Source: an optimization exercise on an open RTL-to-GDS flow (aim: small area). Production flows keep margins and buffers that such runs may drop.
Function was checked by simulation only, so behaviour that the tests miss may differ from the original.
Power figures rest on the tool's default switching activity, not on a simulated workload.

==> flow/design.v <==
`timescale 1ns / 1ps
module mm_deb (
    input  clk,
    input  rst,
    input  smp,
    input  b,
    output o
);
    reg [3:0] n;
    always @(posedge clk) begin
        if (rst) n <= 4'd9;
        else if (n == 4'd9) n <= 4'd0;
        else if (smp) n <= b ? (n[3] ? n : n + 4'd1) : (n[3] ? 4'd9 : 4'd0);
    end
    assign o = (n == 4'd9);
endmodule
module mm_dp (
    input clk,
    input rst,
    input run,
    input clear,
    input bs,
    input bm,
    input bh,
    input init12,
    output reg [3:0] m1,
    output reg [3:0] m0,
    output reg [2:0] s1,
    output reg [3:0] s0,
    output reg [2:0] n1,
    output reg [3:0] n0,
    output reg [1:0] h1,
    output reg [3:0] h0,
    output reg t100
);
    reg [8:0] c;
    always @(posedge clk) begin
        if (rst) begin
            c <= 9'd0;
            t100 <= 1'b0;
        end else if (run) begin
            if (c == 9'd33) begin
                c <= 9'd0;
                t100 <= 1'b1;
            end else begin
                c <= {c[7:0], ~(c[8] ^ c[4])};
                t100 <= 1'b0;
            end
        end else if (clear) begin
            c <= 9'd0;
            t100 <= 1'b0;
        end else begin
            t100 <= 1'b0;
        end
    end
    wire mw = (m1 == 4'd9) && (m0 == 4'd9);
    wire sw = (s1 == 3'd5) && (s0 == 4'd9);
    wire nw = (n1 == 3'd5) && (n0 == 4'd9);
    wire hw = (h1 == 2'd2) && (h0 == 4'd3);
    reg dt, dl, t1s, t1m, t1h;
    wire is = t1s | (~clear & bs);
    wire im = t1m | (~clear & bm);
    wire ih = t1h | (~clear & bh);
    always @(posedge clk) begin
        if (rst) begin
            dt <= 1'b0; dl <= 1'b0;
            t1s <= 1'b0; t1m <= 1'b0; t1h <= 1'b0;
        end else if (!dt) begin
            dt <= 1'b1;
            dl <= 1'b1;
        end else begin
            dl <= 1'b0;
            if (dl) begin
                t1s <= 1'b0; t1m <= 1'b0; t1h <= 1'b0;
            end else begin
                t1s <= t100 & mw;
                t1m <= is & sw;
                t1h <= im & nw;
            end
        end
    end
    always @(posedge clk) begin
        if (rst) begin
            m1 <= 4'd0; m0 <= 4'd0; s1 <= 3'd0; s0 <= 4'd0;
            n1 <= 3'd0; n0 <= 4'd0; h1 <= 2'd0; h0 <= 4'd0;
        end else if (dt) begin
            if (dl) begin
                m1 <= 4'd0; m0 <= 4'd0; s1 <= 3'd0; s0 <= 4'd0;
                n1 <= 3'd0; n0 <= 4'd0;
                h1 <= init12 ? 2'd1 : 2'd0;
                h0 <= init12 ? 4'd2 : 4'd0;
            end else begin
                if (t100) begin
                    if (m0 == 4'd9) begin
                        m0 <= 4'd0;
                        m1 <= (m1 == 4'd9) ? 4'd0 : m1 + 4'd1;
                    end else m0 <= m0 + 4'd1;
                end else if (clear) begin
                    m1 <= 4'd0; m0 <= 4'd0;
                end
                if (is) begin
                    if (s0 == 4'd9) begin
                        s0 <= 4'd0;
                        s1 <= (s1 == 3'd5) ? 3'd0 : s1 + 3'd1;
                    end else s0 <= s0 + 4'd1;
                end else if (clear) begin
                    s1 <= 3'd0; s0 <= 4'd0;
                end
                if (im) begin
                    if (n0 == 4'd9) begin
                        n0 <= 4'd0;
                        n1 <= (n1 == 3'd5) ? 3'd0 : n1 + 3'd1;
                    end else n0 <= n0 + 4'd1;
                end else if (clear) begin
                    n1 <= 3'd0; n0 <= 4'd0;
                end
                if (ih) begin
                    if (hw) begin
                        h1 <= 2'd0; h0 <= 4'd0;
                    end else if (h0 == 4'd9) begin
                        h0 <= 4'd0;
                        h1 <= h1 + 2'd1;
                    end else h0 <= h0 + 4'd1;
                end else if (clear) begin
                    h1 <= 2'd0; h0 <= 4'd0;
                end
            end
        end
    end
endmodule
module top (
    input clk,
    input rst,
    input rx,
    input [3:0] sw_mode,
    input btn_L, btn_R, btn_D, btn_U,
    input echo,
    input dht_in,
    output dht_oe,
    output dht_drv,
    output trig,
    output tx,
    output [3:0] fndCom,
    output [7:0] fndFont
);
    wire sw1 = sw_mode[1];
    reg t50;
    reg [2:0] scan;
    always @(posedge clk) begin
        if (rst) scan <= 3'd0;
        else if (t50) scan <= scan + 3'd1;
    end
    reg [1:0] c4;
    reg [3:0] c10;
    reg [2:0] m5;
    reg tus, tms;
    always @(posedge clk) begin
        if (rst) begin
            c4 <= 2'd0; c10 <= 4'd0; m5 <= 3'd0; tus <= 1'b0; tms <= 1'b0; t50 <= 1'b0;
        end else begin
            c4 <= c4 + 2'd1;
            tus <= (c4 == 2'd3);
            tms <= (c4 == 2'd3) && (c10 == 4'd9);
            t50 <= (m5 == 3'd1 && c10 == 4'd3 && c4 == 2'd1) ||
                   (m5 == 3'd2 && c10 == 4'd14 && c4 == 2'd3) ||
                   (m5 == 3'd3 && c10 == 4'd6 && c4 == 2'd1) ||
                   (m5 == 3'd4 && c10 == 4'd9 && c4 == 2'd3);
            if (c4 == 2'd3 && c10 == 4'd9) m5 <= (m5 == 3'd4) ? 3'd0 : m5 + 3'd1;
            if (c4 == 2'd3) c10 <= (c10 == 4'd9) ? 4'd0 : {c10[2:0], ~(c10[3] ^ c10[2])};
        end
    end
    reg [1:0] bs;
    always @(posedge clk) begin
        if (rst) bs <= 2'd0;
        else bs <= (bs == 2'd3) ? 2'd1 : bs + 2'd1;
    end
    wire bt = (bs == 2'd3);
    wire pL, pR, pD, pU;
    mm_deb dL (.clk(clk), .rst(rst), .smp(t50), .b(btn_L), .o(pL));
    mm_deb dR (.clk(clk), .rst(rst), .smp(t50), .b(btn_R), .o(pR));
    mm_deb dD (.clk(clk), .rst(rst), .smp(t50), .b(btn_D), .o(pD));
    mm_deb dU (.clk(clk), .rst(rst), .smp(t50), .b(btn_U), .o(pU));
    reg rxv;                 
    wire [7:0] rxb;          
    wire [7:0] cu = rxb & 8'hdf;
    reg rxv_d;
    always @(posedge clk) begin
        if (rst) rxv_d <= 1'b0;
        else rxv_d <= rxv;
    end
    wire u_run   = rxv_d && (cu == "R");
    wire u_clear = rxv_d && (cu == "C");
    wire u_hour  = rxv_d && (cu == "H");
    wire u_min   = rxv_d && (cu == "M");
    wire u_sec   = rxv_d && (cu == "S");
    wire u_mode  = rxv_d && (cu == "X");
    reg rep;                 
    always @(posedge clk) begin
        if (rst) rep <= 1'b0;
        else if (u_mode) rep <= ~rep;
    end
    reg [1:0] swst;          
    wire i_run = pL | u_run;
    wire i_clr = pR | u_clear;
    always @(posedge clk) begin
        if (rst) swst <= 2'd0;
        else case (swst)
            2'd0: if (i_run) swst <= 2'd1; else if (i_clr) swst <= 2'd2;
            2'd1: if (i_run) swst <= 2'd0;
            2'd2: if (i_clr) swst <= 2'd0;
            default: ;
        endcase
    end
    wire [3:0] wm1, wm0, wn0, ws0, wh0, sm1, sm0, sn0, ss0, sh0;
    wire [2:0] ws1, wn1, ss1, sn1;
    wire [1:0] wh1, sh1;
    wire t100w, t100s;
    mm_dp u_w (
        .clk(clk), .rst(rst & sw1), .run(1'b1), .clear(1'b0),
        .bs((pU | u_sec) & sw1), .bm((pD | u_min) & sw1), .bh((pL | u_hour) & sw1),
        .init12(sw1),
        .m1(wm1), .m0(wm0), .s1(ws1), .s0(ws0), .n1(wn1), .n0(wn0), .h1(wh1), .h0(wh0),
        .t100(t100w));
    mm_dp u_s (
        .clk(clk), .rst(rst & ~sw1), .run((swst == 2'd1) & ~sw1), .clear((swst == 2'd2) & ~sw1),
        .bs(1'b0), .bm(1'b0), .bh(1'b0), .init12(1'b0),
        .m1(sm1), .m0(sm0), .s1(ss1), .s0(ss0), .n1(sn1), .n0(sn0), .h1(sh1), .h0(sh0),
        .t100(t100s));
    wire [3:0] dm1 = sw1 ? wm1 : sm1;
    wire [3:0] dm0 = sw1 ? wm0 : sm0;
    wire [2:0] ds1 = sw1 ? ws1 : ss1;
    wire [3:0] ds0 = sw1 ? ws0 : ss0;
    wire [2:0] dn1 = sw1 ? wn1 : sn1;
    wire [3:0] dn0 = sw1 ? wn0 : sn0;
    wire [1:0] dh1 = sw1 ? wh1 : sh1;
    wire [3:0] dh0 = sw1 ? wh0 : sh0;
    reg [2:0] ust;
    reg trig_r;
    reg [11:0] uw;           
    wire [11:0] uw_nx = {uw[10:0], ~(uw[11] ^ uw[5] ^ uw[3] ^ uw[0])};
    reg [5:0] er;
    reg [2:0] q2;
    reg [3:0] q1, q0;
    wire e_top = (q2 == 3'd5) && (q1 == 4'd6) && (q0 == 4'd4) && (er == 6'd55);   
    always @(posedge clk) begin
        if (rst) begin
            ust <= 3'd0; uw <= 12'd0;
        end else begin
            case (ust)
                3'd0: begin
                    uw <= 12'd0;
                    if (sw_mode[2]) ust <= 3'd1;
                end
                3'd1: if (tus) ust <= 3'd2;
                3'd2: begin
                    if (uw == 12'd3753) begin
                        ust <= 3'd3; uw <= 12'd0;
                    end else if (tus) uw <= uw_nx;
                end
                3'd3: begin
                    if (echo) begin
                        ust <= 3'd4;
                    end else if (uw == 12'd1861) begin
                        ust <= 3'd0; uw <= 12'd0;
                    end else if (tus) uw <= uw_nx;
                end
                3'd4: begin
                    if (!echo) ust <= 3'd5;
                end
                3'd5: if (tus) ust <= 3'd6;
                3'd6: begin
                    if (uw == 12'd518) ust <= 3'd0;
                    else if (tus) uw <= uw_nx;
                end
                default: ;
            endcase
        end
    end
    always @(posedge clk or posedge rst) begin
        if (rst) trig_r <= 1'b0;
        else if (ust == 3'd2) trig_r <= 1'b1;
        else if (ust == 3'd3) trig_r <= 1'b0;
    end
    wire e_clr = (ust == 3'd3) && (echo || uw == 12'd1861);
    wire e_inc = (ust == 3'd4) && echo && tus;
    always @(posedge clk) begin
        if (rst) begin
            er <= 6'd0; q2 <= 3'd0; q1 <= 4'd0; q0 <= 4'd0;
        end else if (e_clr || (e_inc && e_top)) begin
            er <= 6'd0; q2 <= 3'd0; q1 <= 4'd0; q0 <= 4'd0;
        end else if (e_inc) begin
            if (er == 6'd57) begin
                er <= 6'd0;
                if (q0 == 4'd9) begin
                    q0 <= 4'd0;
                    if (q1 == 4'd9) begin
                        q1 <= 4'd0; q2 <= q2 + 3'd1;
                    end else q1 <= q1 + 4'd1;
                end else q0 <= q0 + 4'd1;
            end else er <= er + 6'd1;
        end
    end
    assign trig = trig_r;
    wire big = (q2 > 3'd4) ||
               (q2 == 3'd4 && (q1 > 4'd1 ||
               (q1 == 4'd1 && (q0 > 4'd3 ||
               (q0 == 4'd3 && er > 6'd46)))));
    wire [3:0] dd2 = big ? 4'd5 : {1'b0, q2};
    wire [3:0] dd1 = big ? 4'd1 : q1;
    wire [3:0] dd0 = big ? 4'd1 : q0;
    wire ge256 = (q2 > 3'd2) || (q2 == 3'd2 && (q1 > 4'd5 || (q1 == 4'd5 && q0 >= 4'd6)));
    wire b0 = (q0 < 4'd6);
    wire [3:0] s0 = b0 ? q0 + 4'd4 : q0 - 4'd6;
    wire b1 = (q1 < 4'd5) || (q1 == 4'd5 && b0);
    wire [3:0] s1 = q1 + (b1 ? 4'd5 : 4'd11) - {3'd0, b0};
    wire [2:0] s2 = q2 - 3'd2 - {2'd0, b1};
    wire [3:0] ld2 = big ? 4'd2 : ge256 ? {1'b0, s2} : {1'b0, q2};
    wire [3:0] ld1 = big ? 4'd5 : ge256 ? s1 : q1;
    wire [3:0] ld0 = big ? 4'd5 : ge256 ? s0 : q0;
    reg [3:0] dst;
    reg r_mcu, io_oe, o_tout;
    reg [7:0] dcnt;          
    reg [5:0] rcv;           
    reg [1:0] tst;           
    reg [8:0] t10;
    wire go_idle = (tst == 2'd3);    
    wire start_dht = (dst == 4'd1) & ~io_oe;    
    wire done_r = (dst == 4'd11);               
    wire bitv = dcnt[6:0] > 7'd40;
    reg [7:0] db;            
    wire [7:0] dbc = {db[6:0], bitv};
    reg [7:0] dsum;          
    reg [3:0] st_h1, st_h0, st_t1, st_t0;
    reg [1:0] st_hm, st_tm;
    function [7:0] bcd2x(input [7:0] v, input b);
        reg [2:0] o5, t5;
        begin
            o5 = (v[3:0] >= 4'd5) ? v[2:0] - 3'd5 : v[2:0];
            t5 = (v[7:4] >= 4'd5) ? v[6:4] - 3'd5 : v[6:4];
            bcd2x = {t5, v[3:0] >= 4'd5, o5, b};
        end
    endfunction
    wire first_bit = (rcv[2:0] == 3'd0);
    wire [7:0] nx_h = bcd2x(first_bit ? 8'd0 : {st_h1, st_h0}, bitv);
    wire [7:0] nx_t = bcd2x(first_bit ? 8'd0 : {st_t1, st_t0}, bitv);
    wire [1:0] d100 = (dbc >= 8'd200) ? 2'd2 : (dbc >= 8'd100) ? 2'd1 : 2'd0;
    wire byte_end = (dst == 4'd7) && (rcv[2:0] == 3'd7);
    always @(posedge clk) begin
        if (dst == 4'd7) db <= dbc;
        if (dst == 4'd7 && rcv[5:3] == 3'd0) {st_h1, st_h0} <= nx_h;
        if (dst == 4'd7 && rcv[5:3] == 3'd2) {st_t1, st_t0} <= nx_t;
        if (byte_end) begin
            if (!rcv[5]) dsum <= (rcv[4:3] == 2'd0 ? 8'd0 : dsum) + dbc;
            if (rcv[5:3] == 3'd1) st_hm <= d100;
            if (rcv[5:3] == 3'd3) st_tm <= d100;
        end
    end
    always @(posedge clk) begin
        if (rst) begin
            dst <= 4'd0; dcnt <= 8'd0; rcv <= 6'd0;
            o_tout <= 1'b0;
        end else begin
            case (dst)
                4'd0: begin
                    dcnt <= 8'd0; rcv <= 6'd0;
                    if (sw_mode[3]) begin
                        dst <= 4'd1; o_tout <= 1'b0;
                    end
                end
                4'd1: begin
                    if (tms) begin
                        if (dcnt == 8'd17) begin
                            dcnt <= 8'd0; dst <= 4'd2;
                        end else dcnt <= dcnt + 8'd1;
                    end
                end
                4'd2: begin
                    if (tus) begin
                        if (dcnt == 8'd29) begin
                            dst <= 4'd3; dcnt <= 8'd0;
                        end else dcnt <= dcnt + 8'd1;
                    end
                end
                4'd3: if (tus & ~dht_in) dst <= 4'd4;
                4'd4: if (tus & dht_in) dst <= 4'd5;
                4'd5: if (tus & ~dht_in) dst <= 4'd6;
                4'd6: begin
                    if (tus) begin
                        if (dht_in) begin
                            dst <= 4'd8; dcnt <= 8'd0;
                        end else if (dcnt == 8'd149) begin
                            dst <= 4'd0; dcnt <= 8'd0; o_tout <= 1'b1;
                        end else dcnt <= dcnt + 8'd1;
                    end
                end
                4'd8: begin
                    if (tus) begin
                        if (!dht_in) dst <= 4'd7;
                        else if (dcnt == 8'd149) begin
                            dst <= 4'd0; dcnt <= 8'd0; o_tout <= 1'b1;
                        end else dcnt <= dcnt + 8'd1;
                    end
                end
                4'd7: begin
                    dcnt <= 8'd0;
                    if (rcv == 6'd39) begin
                        rcv <= 6'd0; dst <= 4'd9;
                    end else begin
                        rcv <= rcv + 6'd1; dst <= 4'd6;
                    end
                end
                4'd9: if (~dht_in & tus) dst <= 4'd11;
                4'd11: dst <= go_idle ? 4'd0 : 4'd10;      
                4'd10: if (go_idle) dst <= 4'd0;
                default: ;
            endcase
        end
    end
    always @(posedge clk) begin
        if (rst) begin
            tst <= 2'd0; t10 <= 9'd0;
        end else case (tst)
            2'd0, 2'd3: tst <= start_dht ? 2'd1 : 2'd0;
            2'd1: begin
                if (tms) begin
                    if (t10 == 9'd33) begin          
                        t10 <= 9'd0; tst <= 2'd2;
                    end else t10 <= {t10[7:0], ~(t10[8] ^ t10[4])};
                end
                if (o_tout) tst <= 2'd0;
            end
            default: tst <= 2'd3;    
        endcase
    end
    always @(posedge clk or posedge rst) begin
        if (rst) io_oe <= 1'b0;
        else case (dst)
            4'd1: io_oe <= 1'b1;
            4'd2: if (tus && dcnt == 8'd29) io_oe <= 1'b0;
            default: ;
        endcase
    end
    always @(posedge clk) begin
        if (rst) r_mcu <= 1'b1;
        else case (dst)
            4'd0, 4'd2: r_mcu <= 1'b1;
            4'd1: r_mcu <= 1'b0;
            default: ;
        endcase
    end
    assign dht_oe = io_oe;
    assign dht_drv = r_mcu;
    reg [3:0] h1d, h0d, t1d, t0d;
    reg [1:0] hmd, tmd;
    reg derr;
    always @(posedge clk) begin
        if (rst) begin
            h1d <= 4'd0; h0d <= 4'd0; t1d <= 4'd0; t0d <= 4'd0;
            hmd <= 2'd0; tmd <= 2'd0; derr <= 1'b0;
        end else if (done_r) begin
            h1d <= st_h1; h0d <= st_h0; t1d <= st_t1; t0d <= st_t0;
            hmd <= st_hm; tmd <= st_tm; derr <= (db != dsum);
        end
    end
    wire dht_bad = derr | o_tout;
    reg [1:0] rs;
    reg [3:0] rc;
    reg [2:0] rdc;
    reg rdone;
    reg [7:0] rbuf;
    always @(posedge clk) begin
        if (rs == 2'd2 && bt && rc == 4'd15) rbuf <= {rx, rbuf[7:1]};
    end
    assign rxb = rbuf;
    always @(posedge clk) begin
        if (rst) begin
            rs <= 2'd0; rc <= 4'd0; rdc <= 3'd0; rdone <= 1'b0; rxv <= 1'b0;
        end else begin
            rdone <= 1'b0;
            rxv <= rdone;
            case (rs)
                2'd0: if (!rx) rs <= 2'd1;
                2'd1: if (bt) begin
                    if (rc == 4'd7) begin
                        rc <= 4'd0; rs <= 2'd2;
                    end else rc <= rc + 4'd1;
                end
                2'd2: if (bt) begin
                    if (rc == 4'd15) begin
                        rc <= 4'd0;
                        rdc <= rdc + 3'd1;
                        if (rdc == 3'd7) rs <= 2'd3;
                    end else rc <= rc + 4'd1;
                end
                2'd3: if (bt) begin
                    if (rc == 4'd15) begin
                        rdone <= 1'b1; rc <= 4'd0; rs <= 2'd0;
                    end else rc <= rc + 4'd1;
                end
            endcase
        end
    end
    reg [3:0] selT, selD;
    reg [4:0] selH;
    reg tick_d;
    always @(posedge clk) begin
        if (rst) begin
            selT <= 4'd0; selD <= 4'd0; selH <= 5'd0; tick_d <= 1'b0;
        end else begin
            tick_d <= t100w;
            if (t100w) begin
                selT <= (selT == 4'd11) ? 4'd0 : selT + 4'd1;
                selD <= (selD == 4'd10) ? 4'd0 : selD + 4'd1;
                selH <= (selH == 5'd24) ? 5'd0 : selH + 5'd1;
            end
        end
    end
    wire mD = (sw_mode[3:1] == 3'b010);
    wire mH = (sw_mode[3:1] == 3'b100);
    reg isdig;
    reg [3:0] rdig;
    reg [7:0] rcst;
    always @(*) begin
        isdig = 1'b0;
        rdig = 4'd0;
        rcst = 8'h00;
        if (mD) begin
            case (selD)
                4'd1: rcst = "S";
                4'd2: rcst = "T";
                4'd3: rcst = ":";
                4'd4: rcst = " ";
                4'd5: begin isdig = 1'b1; rdig = ld2; end
                4'd6: begin isdig = 1'b1; rdig = ld1; end
                4'd7: begin isdig = 1'b1; rdig = ld0; end
                4'd8: rcst = "c";
                4'd9: rcst = "m";
                4'd10: rcst = 8'h0a;
                default: rcst = "D";
            endcase
        end else if (mH) begin
            case (selH)
                5'd1: rcst = 8'h65;
                5'd2: rcst = 8'h6d;
                5'd3: rcst = 8'h70;
                5'd4: rcst = 8'h3a;
                5'd5: rcst = 8'h20;
                5'd6: begin isdig = 1'b1; rdig = t1d; end
                5'd7: begin isdig = 1'b1; rdig = t0d; end
                5'd8: rcst = 8'h2e;
                5'd9: begin isdig = 1'b1; rdig = {2'b0, tmd}; end
                5'd10: rcst = 8'h20;
                5'd11: rcst = 8'h68;
                5'd12: rcst = 8'h75;
                5'd13: rcst = 8'h6d;
                5'd14: rcst = 8'h69;
                5'd15: rcst = 8'h3a;
                5'd16: rcst = 8'h20;
                5'd17: begin isdig = 1'b1; rdig = h1d; end
                5'd18: begin isdig = 1'b1; rdig = h0d; end
                5'd19: rcst = 8'h2e;
                5'd20: begin isdig = 1'b1; rdig = {2'b0, hmd}; end
                5'd21: rcst = 8'h09;
                5'd22: rcst = dht_bad ? 8'h58 : 8'h4f;
                5'd23: rcst = dht_bad ? 8'h58 : 8'h4b;
                5'd24: rcst = 8'h0a;
                default: rcst = 8'h74;
            endcase
        end else begin
            case (selT)
                4'd1: rcst = sw1 ? "L" : "W";
                4'd2: rcst = 8'h20;
                4'd3: begin isdig = 1'b1; rdig = {2'b0, dh1}; end
                4'd4: begin isdig = 1'b1; rdig = dh0; end
                4'd5: rcst = 8'h3a;
                4'd6: begin isdig = 1'b1; rdig = {1'b0, dn1}; end
                4'd7: begin isdig = 1'b1; rdig = dn0; end
                4'd8: rcst = 8'h3a;
                4'd9: begin isdig = 1'b1; rdig = {1'b0, ds1}; end
                4'd10: begin isdig = 1'b1; rdig = ds0; end
                4'd11: rcst = 8'h0a;
                default: rcst = sw1 ? "C" : "S";
            endcase
        end
    end
    wire [7:0] rep_ch = isdig ? {4'h3, rdig} : rcst;
    reg [7:0] fm0, fm1, fm2, fm3;
    reg [1:0] wp, rp;
    wire txd;                
    wire f_empty = (wp == rp);
    wire f_re = ~txd & ~f_empty;
    wire f_we = rep ? t100w : rxv;
    wire [7:0] f_wd = rep ? rep_ch : rxb;
    reg [7:0] f_head;
    always @(*) begin
        case (rp)
            2'd0: f_head = fm0;
            2'd1: f_head = fm1;
            2'd2: f_head = fm2;
            default: f_head = fm3;
        endcase
    end
    wire [7:0] f_out = f_re ? f_head : 8'h00;
    always @(posedge clk) begin
        if (f_we) begin
            case (wp)
                2'd0: fm0 <= f_wd;
                2'd1: fm1 <= f_wd;
                2'd2: fm2 <= f_wd;
                default: fm3 <= f_wd;
            endcase
        end
    end
    always @(posedge clk) begin
        if (rst) begin
            wp <= 2'd0; rp <= 2'd0;
        end else begin
            if (f_we) wp <= wp + 2'd1;
            if (f_re) rp <= rp + 2'd1;
        end
    end
    wire tx_start = rep ? (f_re & tick_d) : ~f_empty;
    reg [2:0] ts;
    reg txr;
    reg [2:0] tbc;
    reg [3:0] ttc;
    reg [7:0] tdat;
    always @(posedge clk) begin
        if ((ts == 3'd0 || ts == 3'd5) && tx_start) tdat <= f_out;
    end
    always @(posedge clk) begin
        if (rst) begin
            ts <= 3'd0; tbc <= 3'd0; ttc <= 4'd0;
        end else case (ts)
            3'd0: if (tx_start) ts <= 3'd1;
            3'd5: ts <= tx_start ? 3'd1 : 3'd0;     
            3'd1: if (bt) ts <= 3'd6;
            3'd6: ts <= 3'd2;                       
            3'd2: begin
                if (bt) begin
                    if (ttc == 4'd15) begin
                        tbc <= 3'd0; ttc <= 4'd0; ts <= 3'd3;
                    end else ttc <= ttc + 4'd1;
                end
            end
            3'd3: begin
                if (bt) begin
                    if (ttc == 4'd15) begin
                        ttc <= 4'd0;
                        if (tbc == 3'd7) ts <= 3'd4;
                        else tbc <= tbc + 3'd1;
                    end else ttc <= ttc + 4'd1;
                end
            end
            3'd4: begin
                if (bt) begin
                    if (ttc == 4'd15) begin
                        ts <= 3'd5; ttc <= 4'd0;
                    end else ttc <= ttc + 4'd1;
                end
            end
            default: ;
        endcase
    end
    assign txd = (ts == 3'd2) || (ts == 3'd3) || (ts == 3'd4) || (ts == 3'd5);
    always @(posedge clk or posedge rst) begin
        if (rst) txr <= 1'b1;
        else case (ts)
            3'd0, 3'd4, 3'd5: txr <= 1'b1;
            3'd2, 3'd6: txr <= 1'b0;
            3'd3: txr <= tdat[tbc];
            default: ;
        endcase
    end
    assign tx = txr;
    wire dot = (dm1 >= 4'd5);
    wire [7:0] dotp = dot ? 8'h7f : 8'hff;
    reg sdig;
    reg [3:0] sv;
    reg [7:0] spat;
    always @(*) begin
        sdig = 1'b0;
        sv = 4'd0;
        spat = 8'hff;
        case ({sw_mode[3:2], sw_mode[0]})
            3'b001: case (scan)
                3'd0: begin sdig = 1'b1; sv = dn0; end
                3'd1: begin sdig = 1'b1; sv = {1'b0, dn1}; end
                3'd2: begin sdig = 1'b1; sv = dh0; end
                3'd3: begin sdig = 1'b1; sv = {2'b0, dh1}; end
                3'd6: spat = dotp;
                default: ;
            endcase
            3'b010: case (scan)
                3'd0: begin sdig = 1'b1; sv = dd0; end
                3'd1: begin sdig = 1'b1; sv = dd1; end
                3'd2: begin sdig = 1'b1; sv = dd2; end
                3'd3: spat = 8'ha1;
                3'd7: spat = 8'h7f;
                default: ;
            endcase
            3'b100: case (scan)
                3'd0: begin sdig = 1'b1; sv = {2'b0, tmd}; end
                3'd1: begin sdig = 1'b1; sv = t0d; end
                3'd2: begin sdig = 1'b1; sv = t1d; end
                3'd3: spat = 8'h87;
                3'd5: spat = 8'h7f;
                default: ;
            endcase
            3'b101: case (scan)
                3'd0: begin sdig = 1'b1; sv = {2'b0, hmd}; end
                3'd1: begin sdig = 1'b1; sv = h0d; end
                3'd2: begin sdig = 1'b1; sv = h1d; end
                3'd3: spat = 8'h89;
                3'd5: spat = 8'h7f;
                default: ;
            endcase
            default: case (scan)
                3'd0: begin sdig = 1'b1; sv = dm0; end
                3'd1: begin sdig = 1'b1; sv = dm1; end
                3'd2: begin sdig = 1'b1; sv = ds0; end
                3'd3: begin sdig = 1'b1; sv = {1'b0, ds1}; end
                3'd6: spat = dotp;
                default: ;
            endcase
        endcase
    end
    reg [7:0] seg;
    always @(*) begin
        case (sv)
            4'd0: seg = 8'hc0;
            4'd1: seg = 8'hf9;
            4'd2: seg = 8'ha4;
            4'd3: seg = 8'hb0;
            4'd4: seg = 8'h99;
            4'd5: seg = 8'h92;
            4'd6: seg = 8'h82;
            4'd7: seg = 8'hf8;
            4'd8: seg = 8'h80;
            default: seg = 8'h90;
        endcase
        if (!sdig) seg = spat;
    end
    assign fndFont = rst ? 8'hc0 : seg;
    assign fndCom = rst ? 4'b1110 : ~(4'b0001 << scan[1:0]);
endmodule
==> flow/flow/run.sh <==
#!/bin/bash
# Standard synthesis; then the combinational logic between the (untouched) registers is
# re-mapped by ABC with area-oriented scripts (the smallest result is kept); then the
# standard layout steps, with small port buffers and a clock tree of clkbuf_8 buffers
# without dummy loads.
set -euo pipefail
W=$(pwd)
R=$W/orfs/results/$FLOW_PLATFORM/top/base
L=$W/orfs/logs/$FLOW_PLATFORM/top/base
LIB=$FLOW_HOME/platforms/$FLOW_PLATFORM/lib/sky130_fd_sc_hd__tt_025C_1v80.lib

bash standard.sh synth > $W/std_synth.log 2>&1

yosys -p "read_liberty -ignore_miss_func $LIB; write_verilog -noattr $W/cells_all.v" > $W/cells.log 2>&1
python3 $W/flow/comb.py $W/cells_all.v $W/comb_cells.v
DU=$(grep -o -- '-dont_use [A-Za-z0-9_]*' $L/1_2_yosys.log | sort -u | tr '\n' ' ')
cp $R/1_2_yosys.v $W/std_1_2_yosys.v

resyn() {
  yosys -p "read_liberty -lib $LIB; read_verilog $W/std_1_2_yosys.v; hierarchy -top $FLOW_TOP; \
    techmap -map $W/comb_cells.v; techmap; opt -purge; \
    abc -liberty $LIB $DU -script $W/flow/resyn_$1.abc; \
    splitnets; opt_clean -purge; \
    hilomap -singleton -hicell sky130_fd_sc_hd__conb_1 HI -locell sky130_fd_sc_hd__conb_1 LO; \
    insbuf -buf sky130_fd_sc_hd__buf_1 A X; opt_clean -purge; \
    stat -liberty $LIB; write_verilog -noattr -nohex -nodec $W/resyn_$1.v" > $W/resyn_$1.log 2>&1
}
resyn a
best=""; besta=""
for k in a; do
  a=$(grep "Chip area for module" $W/resyn_$k.log | tail -1 | awk '{print $NF}')
  echo "resyn $k: $a" >> $W/resyn_pick.log
  if [[ -n "$a" ]] && { [[ -z "$besta" ]] || python3 -c "import sys; sys.exit(0 if float('$a') < float('$besta') else 1)"; }; then
    best=$k; besta=$a
  fi
done
echo "picked $best ($besta)" >> $W/resyn_pick.log
cp $W/resyn_$best.v $R/1_2_yosys.v
rm -f $R/1_synth.odb $R/1_synth.sdc

export BUFFER_PORTS_ARGS="-buffer_cell sky130_fd_sc_hd__buf_1"
export CTS_ARGS="-sink_clustering_enable -repair_clock_nets -dont_use_dummy_load -buf_list sky130_fd_sc_hd__clkbuf_8 -sink_clustering_size 16 -sink_clustering_max_diameter 60"
bash standard.sh > $W/std_finish.log 2>&1
==> flow/flow/comb.py <==
# Keep the combinational cell models (no state) from a Yosys dump of the liberty file,
# to map the standard synthesis's gates back to logic for re-mapping.
import re, sys
s = open(sys.argv[1]).read()
keep = [b for b, n in re.findall(r'(module (\S+?)\(.*?endmodule)', s, re.S)
        if 'always' not in b and ' reg ' not in b]
open(sys.argv[2], 'w').write('\n\n'.join(keep) + '\n')
==> flow/flow/resyn_a.abc <==
strash
ifraig
dc2
dch -f
amap
mfs2 -a
strash
dc2
dch -f
amap
mfs2 -a
strash
dc2
dch -f
amap
mfs2 -a
strash
dch -f
amap
mfs2 -a
strash
dch -f
amap
topo
==> flow/standard.sh <==
#!/bin/bash
# synth_recipe.tcl (not shown) runs the flow's synth.tcl, then flattens the netlist and writes it again
# the make line also repeats each setting of config.mk as NAME=value (left out here)
make -C /OpenROAD-flow-scripts/flow DESIGN_CONFIG=/design/flow/config.mk WORK_HOME=/design/flow/orfs CLKGATE_MAP_FILE= SYNTH_SCRIPT=/design/flow/synth_recipe.tcl "${@:-finish}"
==> flow/config.mk <==
export PLATFORM = sky130hd
export DESIGN_NAME = top
export DESIGN_NICKNAME = top
export VERILOG_FILES = /design/flow/design.v
export SDC_FILE = /design/flow/constraint.sdc
export NUM_CORES = 4
export LEC_CHECK = 0
export CAP_MARGIN = 5
export CORE_MARGIN = 2
export CORE_UTILIZATION = 40
export SLEW_MARGIN = 5
==> flow/constraint.sdc <==
create_clock -name core_clock -period 110.0 [get_ports {clk}]
set_input_delay 22.0000 -clock core_clock [delete_from_list [all_inputs] [get_ports {clk}]]
set_output_delay 22.0000 -clock core_clock [all_outputs]
set_load 0.01 [all_outputs]
==> flow_summary.ini, run 1 <==
[status]
outcome = complete, no violations

[die]
row_count = 73
coreArea_sq_mm = 0.0395
die_x_microns = 203
die_y_microns = 203
ios = 29
dieArea_sq_mm = 0.0414
start_util = 0.403

[power]
power.density_mw_per_mm2 = 14.1
p_comb_frac = 0.164
power.internal_uw = 169
p_total_uw = 241
switching_share = 0.299
p_sw_uw = 72.1
power.leakage_nw = 5.32
vdd_drop_max_v = 0.00000858
p_clk_frac = 0.266
seqPwrFrac = 0.570

[global_route]
grt_pass1_vias = 13700
grt_usage = 0.209
antenna_found_initial = 1
grt_max_degree = 60
grt-ovfl-total = 0
grt_pass1_wl_mm = 70.9

[timing]
fin_tns_setup_ns = 0
min_period_over_period = 0.434
setup-violations-final = 0
fin_ws_ns = 62.22
max_freq_mhz = 20.9
worst_pin_slew_ns = 1.03
rsz0062_at_grt = no
fin_hold_ws_ns = 0.394
finClkSkew_ns = 0.0965
finalMaxSlewViolations = 0
hold_violations = 0
slew_headroom = 0.311
layout_min_cycle_time_ns = 47.78

[placed_design]
port_buffers = 28
dp_cells = 2567
post-place-ws_ns = 62.35
gp_congestion = 0.923
placed_area_sq_mm = 0.0167
hpwl_mm = 32.3

[setup_path]
worst_ep_required_time_ns = 88.00
startpoint_type = input pin
r2r-start = q0[1]$_SDFFE_PP0P_
worstSetupPathType = in2out
r2r_setup_slack_ns = 105.90
cp.arrival_ns = 25.78
worst-path-max-fanout = 38
worst-r2r-cell-count = 16
end_kind = output pin
r2r_end = fm0[3]$_DFFE_PP_

[route]
vias = 14600
firstDrtPassIters = 5
vias_per_cell = 5.61
drt_iter0_markers = 973
wl_per_cell_microns = 16.7
finalWirelength_mm = 43.3
drc = 0
drtAntennaViolNets = 0

[cts]
cts_num_sinks = 333
root_buffer = clkbuf_8
clkTransAtPathRegs_ns = 0.08
cts_tree = built
htree_num_levels = 1
clockBufferDepth = 3
cts_setup_buffers = 0
insertion_delay_ns = 0.66
numCtsBuffers = 31
ctsHoldBuffers = 0
cts_resized = 0

[finish]
drive_above_1_share = 0.0232
final_nets = 2088
final_area_sq_mm = 0.0172
fin_cells = 2598
antenna-diode-count = 0
final_core_util = 0.435
syn2layout_area_growth_pct = 7.82

[synth]
syn_area_sq_mm = 0.0159
synth_nets = 2027
synthCells = 2014
yosysWarnings = 3
avgSynthCellArea_sq_um = 7.90

[min_path]
hold_path.class = reg2reg
hold_depth = 1
whs_endpoint = t50$_SDFF_PP0_
worstHoldStart = m5[2]$_SDFFE_PP0P_

[job]
drv.max_cap_violation_count = 0
## placed cells by master (no fill, tap or decap), types with 9 or more instances in the layout
| cell type | instances |
|---|---|
| o22a_1 | 15 |
| nand2_1 | 136 |
| a211oi_1 | 57 |
| a21oi_1 | 83 |
| nor2b_1 | 13 |
| o21ai_0 | 125 |
| buf_1 | 26 |
| nand4_1 | 15 |
| or3_1 | 19 |
| o221ai_1 | 11 |
| a221oi_1 | 23 |
| or2_0 | 18 |
| clkbuf_8 | 31 |
| nand3_1 | 51 |
| dfxtp_1 | 246 |
| a22oi_1 | 31 |
| a32oi_1 | 13 |
| nor4_1 | 22 |
| edfxtp_1 | 84 |
| nor2_1 | 431 |
| a2111oi_0 | 11 |
| o32ai_1 | 9 |
| clkinv_1 | 284 |
| o22ai_1 | 70 |
| a31oi_1 | 44 |
| buf_4 | 12 |
| nor3_1 | 98 |
| o21a_1 | 13 |
## power by group through the flow
stage	registers, mW	clock network [mW]	logic, mW
6_report	0.138	0.0642	0.0395
3_3_place_gp	0.141	0	0.0388
3_5_place_dp	0.140	0	0.0393
5_1_grt	0.139	0.0716	0.0448
2_1_floorplan	0.138	0	0.0284
4_1_cts	0.138	0.0672	0.0394
## registers in the layout, summed over array words and instances, names as in the netlist, 9 cells and up
name / flops
uw: 12
u_s.c: 9
u_w.c: 9
t10: 9
## per-layer routing
metal  vias up  wire length [microns]  GRT usage
li1       7382                      -          -
met1      6825                  19700      0.276
met2       297                  20300      0.354
met3        82                   1830     0.0268
met4         0                   1500     0.0706
met5         -                      0          0
## cell type report
class                      count  area [sq um]
multi-input combinational   1384          7280
fill                        3949         22300
inverter                     285          1070
sequential                   333          7520
timing repair buffer          40           200
clock buffer                  31           427
tap                          525           657
## how the worst max path moves through the flow
stage | startpoint | to | slack (ns) | cells after the start
final | sw_mode[1] | fndFont[4] | 62.22 | 12
after global routing | sw_mode[1] | fndFont[4] | 61.82 | 12
after CTS | sw_mode[1] | fndFont[4] | 62.33 | 12
after detailed placement | sw_mode[1] | fndFont[4] | 62.35 | 12
after global placement | sw_mode[1] | fndFont[4] | 62.47 | 12
after floorplan | sw_mode[1] | fndFont[5] | 64.02 | 11
## worst max-delay path: stages
cell,delay (ns)
clkbuf_2,0.58
clkinv_1,0.92
o22ai_1,0.51
nor2_1,0.09
nor4_1,0.37
o22ai_1,0.16
nor2_1,0.28
clkinv_1,0.15
nand2_1,0.10
nor2_1,0.04
a2111oi_0,0.35
buf_1,0.20
==> inputs of run 2 (changes only) <==
--- a/flow/flow/run.sh
+++ b/flow/flow/run.sh
@@ -25,9 +25,9 @@
     insbuf -buf sky130_fd_sc_hd__buf_1 A X; opt_clean -purge; \
     stat -liberty $LIB; write_verilog -noattr -nohex -nodec $W/resyn_$1.v" > $W/resyn_$1.log 2>&1
 }
-resyn a
+resyn a & resyn b & resyn c & resyn d & wait
 best=""; besta=""
-for k in a; do
+for k in a b c d; do
   a=$(grep "Chip area for module" $W/resyn_$k.log | tail -1 | awk '{print $NF}')
   echo "resyn $k: $a" >> $W/resyn_pick.log
   if [[ -n "$a" ]] && { [[ -z "$besta" ]] || python3 -c "import sys; sys.exit(0 if float('$a') < float('$besta') else 1)"; }; then
@@ -39,5 +39,5 @@
 rm -f $R/1_synth.odb $R/1_synth.sdc
 
 export BUFFER_PORTS_ARGS="-buffer_cell sky130_fd_sc_hd__buf_1"
-export CTS_ARGS="-sink_clustering_enable -repair_clock_nets -dont_use_dummy_load -buf_list sky130_fd_sc_hd__clkbuf_8 -sink_clustering_size 16 -sink_clustering_max_diameter 60"
+export CTS_ARGS="-sink_clustering_enable -repair_clock_nets -dont_use_dummy_load -buf_list sky130_fd_sc_hd__clkbuf_8 -sink_clustering_size 18 -sink_clustering_max_diameter 60"
 bash standard.sh > $W/std_finish.log 2>&1
==> flow/flow/resyn_a.abc (replaced) <==
strash
ifraig
dc2
&get -n
&deepsyn -T 600 -S 3
&put
dch -f
amap
mfs2 -a
strash
dc2
dch -f
amap
mfs2 -a
strash
dc2
dch -f
amap
mfs2 -a
strash
dch -f
amap
topo
==> flow/flow/resyn_b.abc (new file) <==
strash
ifraig
dc2
&get -n
&deepsyn -T 600
&put
dch -f
amap
mfs2 -a
strash
dc2
dch -f
amap
mfs2 -a
strash
dc2
dch -f
amap
mfs2 -a
strash
dch -f
amap
topo
==> flow/flow/resyn_c.abc (new file) <==
strash
ifraig
dc2
&get -n
&deepsyn -T 600 -S 1
&put
dch -f
amap
mfs2 -a
strash
dc2
dch -f
amap
mfs2 -a
strash
dc2
dch -f
amap
mfs2 -a
strash
dch -f
amap
topo
==> flow/flow/resyn_d.abc (new file) <==
strash
ifraig
dc2
&get -n
&deepsyn -T 600 -S 2
&put
dch -f
amap
mfs2 -a
strash
dc2
dch -f
amap
mfs2 -a
strash
dc2
dch -f
amap
mfs2 -a
strash
dch -f
amap
topo
--- a/flow/config.mk
+++ b/flow/config.mk
@@ -5,7 +5,7 @@
 export SDC_FILE = /design/flow/constraint.sdc
 export NUM_CORES = 4
 export LEC_CHECK = 0
-export CAP_MARGIN = 5
+export CAP_MARGIN = 20
 export CORE_MARGIN = 2
 export CORE_UTILIZATION = 40
-export SLEW_MARGIN = 5
+export SLEW_MARGIN = 20
==> run 2 against run 1 <==
  * Critical path depth unchanged
  * Final cell count down 7.5%
  * Non-clock buffer count decreased by 3
  * Largest cell class unchanged
  * Largest power group unchanged
==> flow_summary.ini, run 2 <==
[status]
outcome = complete, no violations

[die]
coreArea_sq_mm = 0.0374
die_y_microns = 198
dieArea_sq_mm = 0.0393
ios = 29
start_util = 0.403
row_count = 71
die_x_microns = 198

[cts]
root_buffer = clkbuf_8
cts_tree = built
cts_resized = 0
insertion_delay_ns = 0.63
clkTransAtPathRegs_ns = 0.11
clockBufferDepth = 3
cts_setup_buffers = 0
ctsHoldBuffers = 0
numCtsBuffers = 29
htree_num_levels = 1
cts_num_sinks = 333

[min_path]
hold_path.class = reg2reg

[timing]
finClkSkew_ns = 0.0651
slew_headroom = 0.342
fin_ws_ns = 62.29
max_freq_mhz = 21.0
fin_tns_setup_ns = 0
finalMaxSlewViolations = 0
hold_violations = 0
setup-violations-final = 0
rsz0062_at_grt = no
fin_hold_ws_ns = 0.417
worst_pin_slew_ns = 0.980
layout_min_cycle_time_ns = 47.71
min_period_over_period = 0.434

[finish]
syn2layout_area_growth_pct = 7.97
final_cell_mix = 353 x nor2_1, 263 x clkinv_1, 246 x dfxtp_1
fin_cells = 2402
largest_register_ffs = 12
regMostFlops = uw
final_nets = 1906
antenna-diode-count = 0
drive_above_1_share = 0.0243
fillers = 3781
mostFrequentLayoutCell = nor2_1
final_area_sq_mm = 0.0163

[job]
drv.max_cap_violation_count = 0

[synth]
syn_area_sq_mm = 0.0151
synth_nets = 1850
yosysWarnings = 3
synthCells = 1837
avgSynthCellArea_sq_um = 8.21

[route]
drtAntennaViolNets = 0
firstDrtPassIters = 5
vias = 13500
wl_per_cell_microns = 16.5
drc = 0
drt_iter0_markers = 1014
finalWirelength_mm = 39.7
vias_per_cell = 5.61

[power]
switching_share = 0.285
power.internal_uw = 166
seqPwrFrac = 0.587
p_clk_frac = 0.266
power.density_mw_per_mm2 = 14.3
p_sw_uw = 66.1
p_comb_frac = 0.147
vdd_drop_max_v = 0.00000844
power.leakage_nw = 5.15

[global_route]
grt_usage = 0.204
grt_pass1_wl_mm = 65.4
grt-ovfl-total = 0
grt_pass1_vias = 12500
antenna_found_initial = 0
grt_max_degree = 45

[placed_design]
port_buffers = 28
placed_area_sq_mm = 0.0159
dp_cells = 2373
hpwl_mm = 29.3
post-place-ws_ns = 62.36
gp_congestion = 0.902

[setup_path]
worstSetupPathType = in2out
startpoint_type = input pin
end_kind = output pin
cp.arrival_ns = 25.71
worst_ep_required_time_ns = 88.00
worst-path-max-fanout = 32
## run 2: cell types whose count changed in the layout (fill, tap and decap cells not counted), moves of 10 or more
cell      change
a211oi_1     -15
a21oi_1      -19
a22oi_1      -13
a31oi_1      -20
a32o_1       +10
clkinv_1     -21
nand2_1      +24
nand3_1      -29
nor2_1       -78
nor3_1       +14
o21ai_0      -23
o22ai_1      +17
or3_1        -14
## run 2: cell type report
cell class	count	area (sq um)	share of cell area
clock buffer	29	399	0.0245
sequential	333	7520	0.462
multi-input combinational	1229	6560	0.403
inverter	263	987	0.0606
timing repair buffer	37	174	0.0107
tap	511	639	0.0393
## run 2: power groups by stage
| stage | Sequential [mW] | Combinational (mW) | Clock (mW) |
|---|---|---|---|
| floorplan | 0.137 | 0.0246 | 0 |
| global placement | 0.139 | 0.0333 | 0 |
| detailed placement | 0.139 | 0.0335 | 0 |
| CTS | 0.136 | 0.0337 | 0.0645 |
| global route | 0.137 | 0.0382 | 0.0687 |
| finish | 0.136 | 0.0341 | 0.0618 |
## run 2: critical path: stages
cell and delay, ns:
buf_1 0.07, buf_4 0.30, clkinv_1 0.77, o22ai_1 0.54, o22ai_1 0.15, nor2_1 0.14
o22ai_1 0.10, a2111oi_0 0.66, nor2_1 0.14, or4_1 0.55, o21ai_0 0.09, buf_1 0.17
## run 2: metal layers
layer	global-route usage	share of wire	vias to the layer above
li1	-	-	6705
met1	0.280	0.46	6310
met2	0.335	0.45	367
met3	0.0259	0.048	83
met4	0.0657	0.034	0
met5	0	0	-
## run 2: path summary, 6_finish.rpt
check,from,cells past startpoint,slack [ns],end
min in group asynchronous,rst,3,21.96,io_oe$_DFFE_PP0P_
worst min-delay path,u_w.c[5]$_SDFF_PP0_,2,0.42,u_w.c[6]$_SDFF_PP0_
worst min register to register,u_w.c[5]$_SDFF_PP0_,2,0.42,u_w.c[6]$_SDFF_PP0_
worst max register to register,q0[1]$_SDFFE_PP0P_,15,106.03,fm3[3]$_DFFE_PP_
max in group asynchronous,rst,3,87.65,trig_r$_DFFE_PP0N_
worst max-delay path,sw_mode[1],12,62.29,fndFont[3]
## run 2: stage by stage
step / util / power [mW]
finish: 0.435 / 0.232
global route: 0.435 / 0.244
floorplan: - / 0.162
detailed placement: 0.424 / 0.172
CTS: 0.435 / 0.234
global placement: 0.424 / 0.172
==> inputs of run 3 (changes only) <==
==> flow/run.sh (new file) <==
#!/bin/bash
# synth_recipe.tcl (not shown) runs the flow's synth.tcl, then flattens the netlist and writes it again
# the make line also repeats each setting of config.mk as NAME=value (left out here)
make -C /OpenROAD-flow-scripts/flow DESIGN_CONFIG=/design/flow/config.mk WORK_HOME=/design/flow/orfs CLKGATE_MAP_FILE= SYNTH_SCRIPT=/design/flow/synth_recipe.tcl finish
--- a/flow/config.mk
+++ b/flow/config.mk
@@ -5,7 +5,11 @@
 export SDC_FILE = /design/flow/constraint.sdc
 export NUM_CORES = 4
 export LEC_CHECK = 0
+export ABC_AREA = 1
 export CAP_MARGIN = 20
 export CORE_MARGIN = 2
 export CORE_UTILIZATION = 40
+export CTS_BUF_LIST = sky130_fd_sc_hd__clkbuf_8
+export CTS_CLUSTER_DIAMETER = 60
+export CTS_CLUSTER_SIZE = 16
 export SLEW_MARGIN = 20
removed: flow/flow/run.sh
removed: flow/flow/comb.py
removed: flow/flow/resyn_a.abc
removed: flow/flow/resyn_b.abc
removed: flow/flow/resyn_c.abc
removed: flow/flow/resyn_d.abc
removed: flow/standard.sh
==> run 3 against run 2 <==
  * Wire length up 24%
  * Critical path type unchanged
  * Non-clock buffer count down 2
  * Die area rose by 26%
  * Combinational power grew 100%
  * Synthesized cell count grew 40%
  * Still clean on timing, DRC and antenna
  * Critical path depth grew 1
  * Fmax is 0.86% higher
  * First-iteration DRC count is 29% higher
==> flow_summary.ini, run 3 <==
[cts]
clockBufferDepth = 3
insertion_delay_ns = 0.63
htree_num_levels = 2
cts_resized = 0
cts_num_sinks = 333
clkTransAtPathRegs_ns = 0.09
cts_setup_buffers = 0
root_buffer = clkbuf_8
cts_tree = built
numCtsBuffers = 35
ctsHoldBuffers = 0

[route]
drtAntennaViolNets = 0
firstDrtPassIters = 6
finalWirelength_mm = 49.3
vias = 17100
drt_iter0_markers = 1303
drc = 0
wl_per_cell_microns = 15.3
vias_per_cell = 5.29

[power]
switching_share = 0.342
power.leakage_nw = 8.50
p_sw_uw = 105
p_clk_frac = 0.308
seqPwrFrac = 0.465
power.internal_uw = 202
power.density_mw_per_mm2 = 14.8
vdd_drop_max_v = 0.0000114
p_comb_frac = 0.227

[setup_path]
worst_ep_required_time_ns = 88.00
critPathSlowestCell = buf_2
cp.arrival_ns = 25.30
r2r-start = q0[3]$_SDFFE_PP0P_
critPathLaunch = sw_mode[1]
slowest_delay_ns = 0.65
end_kind = output pin
path_cells = buf_2 -> inv_2 -> o21ai_0 -> a221oi_1 -> nor2_1 -> nor2_1 -> nand3_1 -> inv_1 -> ha_1 -> nand4_1 -> nand3_1 -> o22ai_1 -> clkdlybuf4s50_1
worstSetupPathType = in2out
worst-path-max-fanout = 55
startpoint_type = input pin

[synth]
synthCells = 2574
seq_area_frac_synth = 0.393
yosys-top-cells-area = dfxtp_1 26%, edfxtp_1 13%, nand2_1 10%
yosysWarnings = 3
synth-adder-area-share = 0.0844
synthFlopType = dfxtp_1
syn_area_sq_mm = 0.0191
synth_nets = 2715
synth_top_family_by_area = simple AND/OR/NAND/NOR gates
synthSimpleGateAreaFrac = 0.246
synth_common_cells = 510 x nand2_1, 375 x inv_1, 271 x nor2_1
avgSynthCellArea_sq_um = 7.44
synth.mux.area_fraction = 0
ys_types = 72
ys_seq_elements = 333
synth-edff-count = 84
synthXorXnorAreaFrac = 0.0178
synthArstFlopShare = 0.00901
yosys.area.top_type = dfxtp_1
synth_compound_area_frac = 0.166
synth_most_common_cell = nand2_1
netlist.area_leader.share = 0.257

[placed_design]
port_buffers = 28
gp_congestion = 0.910
hpwl_mm = 36.5
post-place-ws_ns = 62.77

[timing]
fin_ws_ns = 62.70
max_freq_mhz = 21.1
worst_pin_slew_ns = 1.03
min_period_over_period = 0.430
fin_tns_setup_ns = 0
layout_min_cycle_time_ns = 47.30
hold_violations = 0
rsz0062_at_grt = no
finalMaxSlewViolations = 0
finClkSkew_ns = 0.0587
setup-violations-final = 0
slew_headroom = 0.315

[finish]
drive_above_1_share = 0.0582
final_cell_mix = 510 x nand2_1, 379 x inv_1, 271 x nor2_1
regMostFlops = uw
mostFrequentLayoutCell = nand2_1
final_nets = 2726
largest_register_ffs = 12
syn2layout_area_growth_pct = 8.64
antenna-diode-count = 0

[die]
dieArea_sq_mm = 0.0496
start_util = 0.403
die_y_microns = 223
row_count = 80
coreArea_sq_mm = 0.0475
die_x_microns = 223
ios = 29

[global_route]
grt_max_degree = 57
grt_pass1_vias = 15800
grt-ovfl-total = 0
antenna_found_initial = 1
grt_pass1_wl_mm = 79.9
grt_usage = 0.195

[min_path]
worstHoldStart = rdone$_SDFF_PP0_
hold_path.class = reg2reg

[job]
drv.max_cap_violation_count = 0

[status]
outcome = complete, no violations
-- run 3: layout make-up --
type	count	area, sq um
sequential	333	7520
timing repair buffer	35	323
clock inverter	25	294
fill	4783	26700
multi-input combinational	1782	9860
clock buffer	39	537
inverter	398	1500
tap	615	769
-- run 3: final timing paths --
path / slack, ns / cells after the start / endpoint
setup / recovery: 62.70 / 13 / fndFont[5]
hold / removal: 0.42 / 2 / rxv$_SDFF_PP0_
setup reg to reg: 106.78 / 15 / fm0[2]$_DFFE_PP_
hold reg to reg: 0.42 / 2 / rxv$_SDFF_PP0_
max in group asynchronous: 87.44 / 4 / txr$_DFFE_PP1P_
min in group asynchronous: 21.80 / 3 / trig_r$_DFFE_PP0N_
-- run 3: cells by family after synthesis --
logic type,after synthesis
compound gates,532
xor+xnor,39
fa+ha+maj,128
buf+inv,459
flops,333
simple gates,1083
-- run 3: power by group through the flow --
stage	clock network, mW	registers (mW)	logic (mW)
after floorplan	0	0.142	0.0534
after global placement	0	0.145	0.0680
after detailed placement	0	0.145	0.0692
after CTS	0.0979	0.143	0.0696
after global routing	0.102	0.144	0.0795
final	0.0946	0.143	0.0696
-- run 3: worst max-delay path, delay by kind of cell --
kind	cells	cell delay [ns]
and+or+nand+nor	5	0.51
AOI/OAI and AO/OA	3	0.79
buffers and inverters	4	1.77
adders and majority gates	1	0.20
-- run 3: layer usage --
| metal | GRT usage | part of all wire | routed length [microns] |
|---|---|---|---|
| met1 | 0.266 | 0.47 | 23300 |
| met2 | 0.319 | 0.45 | 22400 |
| met3 | 0.0341 | 0.053 | 2600 |
| met4 | 0.0537 | 0.020 | 995 |
| met5 | 0 | 0.00026 | 13 |
-- run 3: metrics by stage --
step                      power [mW]  std cells  hold slack (ns)  instance area, sq um  utilization
after CTS                      0.310       3227            0.432                 20800        0.437
final                          0.307       3227            0.425                 20800        0.438
after global placement         0.213       3163            0.414                 20000        0.420
after detailed placement       0.215       3163            0.417                 20000        0.420
after global routing           0.326       3227            0.450                 20800        0.438
after floorplan                0.196       2574            0.388                 19100            -

## separate check: timing with driven ports
Ports are ideal in the flow. The routed layouts listed here were re-timed in OpenROAD.
Step 1 assumes that a clkbuf_16 drives the clock port and a buf_2 every other input.
Step 2 times the ports against the registers' clock, not the clock port: input delays grow and output delays shrink by t, the midpoint of the rising clock arrivals with the driver on.
Three values: no drivers, after step 1, after step 2; two values: the first two.
run	t (ns)	slack for setup (ns)	latest minus earliest clock arrival (ns)	worst data-port slew with drivers (ns)	cell pins on the clock port's net
run 1	0.666	62.221 / 62.185 / 62.185	0.097 / 0.096	0.04	1
run 2	0.647	62.295 / 62.267 / 62.267	0.065 / 0.065	0.07	1
run 3	0.651	62.702 / 62.662 / 62.662	0.060 / 0.060	0.10	1
After both steps setup and hold are still met in every run listed. For run 3, which loses most, drivers alone change the setup slack by -0.040 ns; drivers and shift together by -0.040 ns.
